Source: an optimization exercise on an open RTL-to-GDS flow (aim: small area, a short achievable clock period and few clock cycles per item). Production flows keep margins and buffers that such runs may drop.
In this exercise RTL edits were held to simulation tests only and were not proved equivalent to the original.

## before
Design fm_3d_ru_outline_setup, start of the top module:
module fm_3d_ru_outline_setup (
    clk_core,
    rst_x,
    i_aa_en,
    i_valid,
    o_ack,
    i_vtx0_x,
    i_vtx0_y,
    i_vtx1_x,
    i_vtx1_y,
    i_vtx2_x,
    i_vtx2_y,
    o_valid,
    o_is_first,
    o_is_second,
    o_aa_mode,
    o_idle,
    o_start_x_e0,
    o_start_x_05_e0,
    o_start_y_e0,
    o_end_y_e0,
    o_delta_e0,
    o_delta_t_e0,
    o_delta_a_e0,
    o_start_x_e1,
    o_start_x_05_e1,
    o_start_y_e1,
    o_end_y_e1,
    o_delta_e1,
    o_delta_t_e1,
    o_delta_a_e1,
    o_start_x_e2,
    o_start_x_05_e2,
    o_start_y_e2,
    o_end_y_e2,
    o_delta_e2,
    o_delta_t_e2,
    o_delta_a_e2,
    i_ack
);
Size in the first run: ~1000 flip-flops, about 590 I/O pins.
clock: 10.0 ns
lec_check: 0
abc_area: 1
cap_margin: 20
core_margin: 2
core_utilization: 40
cts_buf_list: sky130_fd_sc_hd__clkbuf_4 sky130_fd_sc_hd__clkbuf_8
place_density: 0.75
setup_slack_margin: 5
slew_margin: 20
standard.sh (not shown) runs the stock make flow with config.mk's settings and CLKGATE_MAP_FILE= SYNTH_SCRIPT=/design/flow/synth_recipe.tcl, a recipe that flattens the netlist after the stock synthesis.
==> flow/flow/run.sh <==
#!/bin/bash
# The standard layout (standard.sh: the standard flow's own synthesis and ORFS steps),
# with plain buf_1 cells as the port buffers instead of the delay buffers
# buffer_ports picks by default. Every port still gets its own buffer.
set -euo pipefail
export BUFFER_PORTS_ARGS="-buffer_cell sky130_fd_sc_hd__buf_1"
bash standard.sh > standard.log 2>&1
before finished every step from synthesis to the final layout, and the layout passed the timing, design-rule and antenna checks.
Testbench counts of before, summed over its fixed seeds: cycles 14,475, triangles 4,800.
> inputs changed (before -> after)
--- a/flow/config.mk
+++ b/flow/config.mk
@@ -13,2 +13,2 @@
-export PLACE_DENSITY = 0.75
-export SETUP_SLACK_MARGIN = 5
+export PLACE_DENSITY = 0.6
+export SETUP_SLACK_MARGIN = 4.7
Findings:
after ran to completion and came out clean on the timing, design-rule and antenna checks.
Diff before -> after: wire length now sits lower, clock insertion delay at the later pin of the skew report now sits at about the same level, non-clock buffer count now sits lower.
after vs before, end of the critical path: u_rcp.r_corr[3] vs u_rcp.r_base[4]
Compared with before, in after number of diodes added for antenna fixing has decreased; first-iteration DRC count fell 1060.

========
Starting RTL as in the previous note.
==> flow/config.mk <==
export PLATFORM = sky130hd
export DESIGN_NAME = fm_3d_ru_outline_setup
export DESIGN_NICKNAME = fm_3d_ru_outline_setup
export VERILOG_FILES = /design/flow/design.v
export SDC_FILE = /design/flow/constraint.sdc
export NUM_CORES = 4
export LEC_CHECK = 0
export ABC_AREA = 1
export CAP_MARGIN = 20
export CORE_MARGIN = 2
export CORE_UTILIZATION = 40
export CTS_BUF_LIST = sky130_fd_sc_hd__clkbuf_4 sky130_fd_sc_hd__clkbuf_8
export PLACE_DENSITY = 0.5
export SETUP_SLACK_MARGIN = 5
export SLEW_MARGIN = 20
==> flow/constraint.sdc <==
create_clock -name core_clock -period 10.0 [get_ports {clk_core}]
set_input_delay 2.0000 -clock core_clock [delete_from_list [all_inputs] [get_ports {clk_core}]]
set_output_delay 2.0000 -clock core_clock [all_outputs]
set_load 0.01 [all_outputs]
Scripts as last shown in full above: flow/flow/run.sh
Testbench counts at the start, summed over its fixed seeds: cycles 14,475, triangles 4,800.
Change:
--- a/flow/config.mk
+++ b/flow/config.mk
@@ -11,4 +11,3 @@
 export CORE_UTILIZATION = 40
-export CTS_BUF_LIST = sky130_fd_sc_hd__clkbuf_4 sky130_fd_sc_hd__clkbuf_8
-export PLACE_DENSITY = 0.5
+export PLACE_DENSITY = 0.6
 export SETUP_SLACK_MARGIN = 5
- design area hardly moves
- die area stays the same
- count of clock-buffer cells in the layout drops by 96
- final cell count drops slightly
- sequential share of layout area is about the same
- core utilization hardly moves
Change:
--- a/flow/config.mk
+++ b/flow/config.mk
@@ -11,4 +11,5 @@
 export CORE_UTILIZATION = 40
+export CTS_BUF_LIST = sky130_fd_sc_hd__clkbuf_4 sky130_fd_sc_hd__clkbuf_8
 export PLACE_DENSITY = 0.6
-export SETUP_SLACK_MARGIN = 5
+export SETUP_SLACK_MARGIN = 4.4
 export SLEW_MARGIN = 20
=> The changed run ran to the end with no violations; non-clock buffer count went down by 125; utilization went down by 1.2 points; sequential share of layout area went up by 1.1 points; routed wire length went down by 0.72%; clock skew went up by 0.011 ns; global-route usage barely changes.

## what the ideal ports hide
The flow's constraints put no driver on any port. The routed layouts listed below were extracted and timed again, unchanged, in two steps.
Step 1 sets driving cells, clkbuf_16 on the clock port and buf_2 on the other inputs (assumed; they add their load-dependent delay and slew).
Step 2, shift: input delay + t, output delay - t, t = (earliest + latest rising clock arrival at the registers) / 2. This alone moves slack from input paths to output paths.
Slacks: ideal / step 1 / step 2; pairs: ideal / step 1.
run | shift t [ns] | setup slack, ns | worst setup path after step 2
before | 0.995 | 4.511 / 4.511 / 4.358 | input to register
after | 0.980 | 4.540 / 4.540 / 4.175 | input to register
the first run of note 2 | 0.984 | 4.469 / 4.469 / 4.455 | input to register
the second run of note 2 | 0.803 | 4.466 / 4.466 / 4.466 | register to register
the third run of note 2 | 0.979 | 4.466 / 4.466 / 3.931 | input to register
After both steps setup and hold are still met in every run listed. The setup slack of the third run of note 2, which loses most, moves by 0.000 ns with the drivers and by -0.535 ns with both steps.
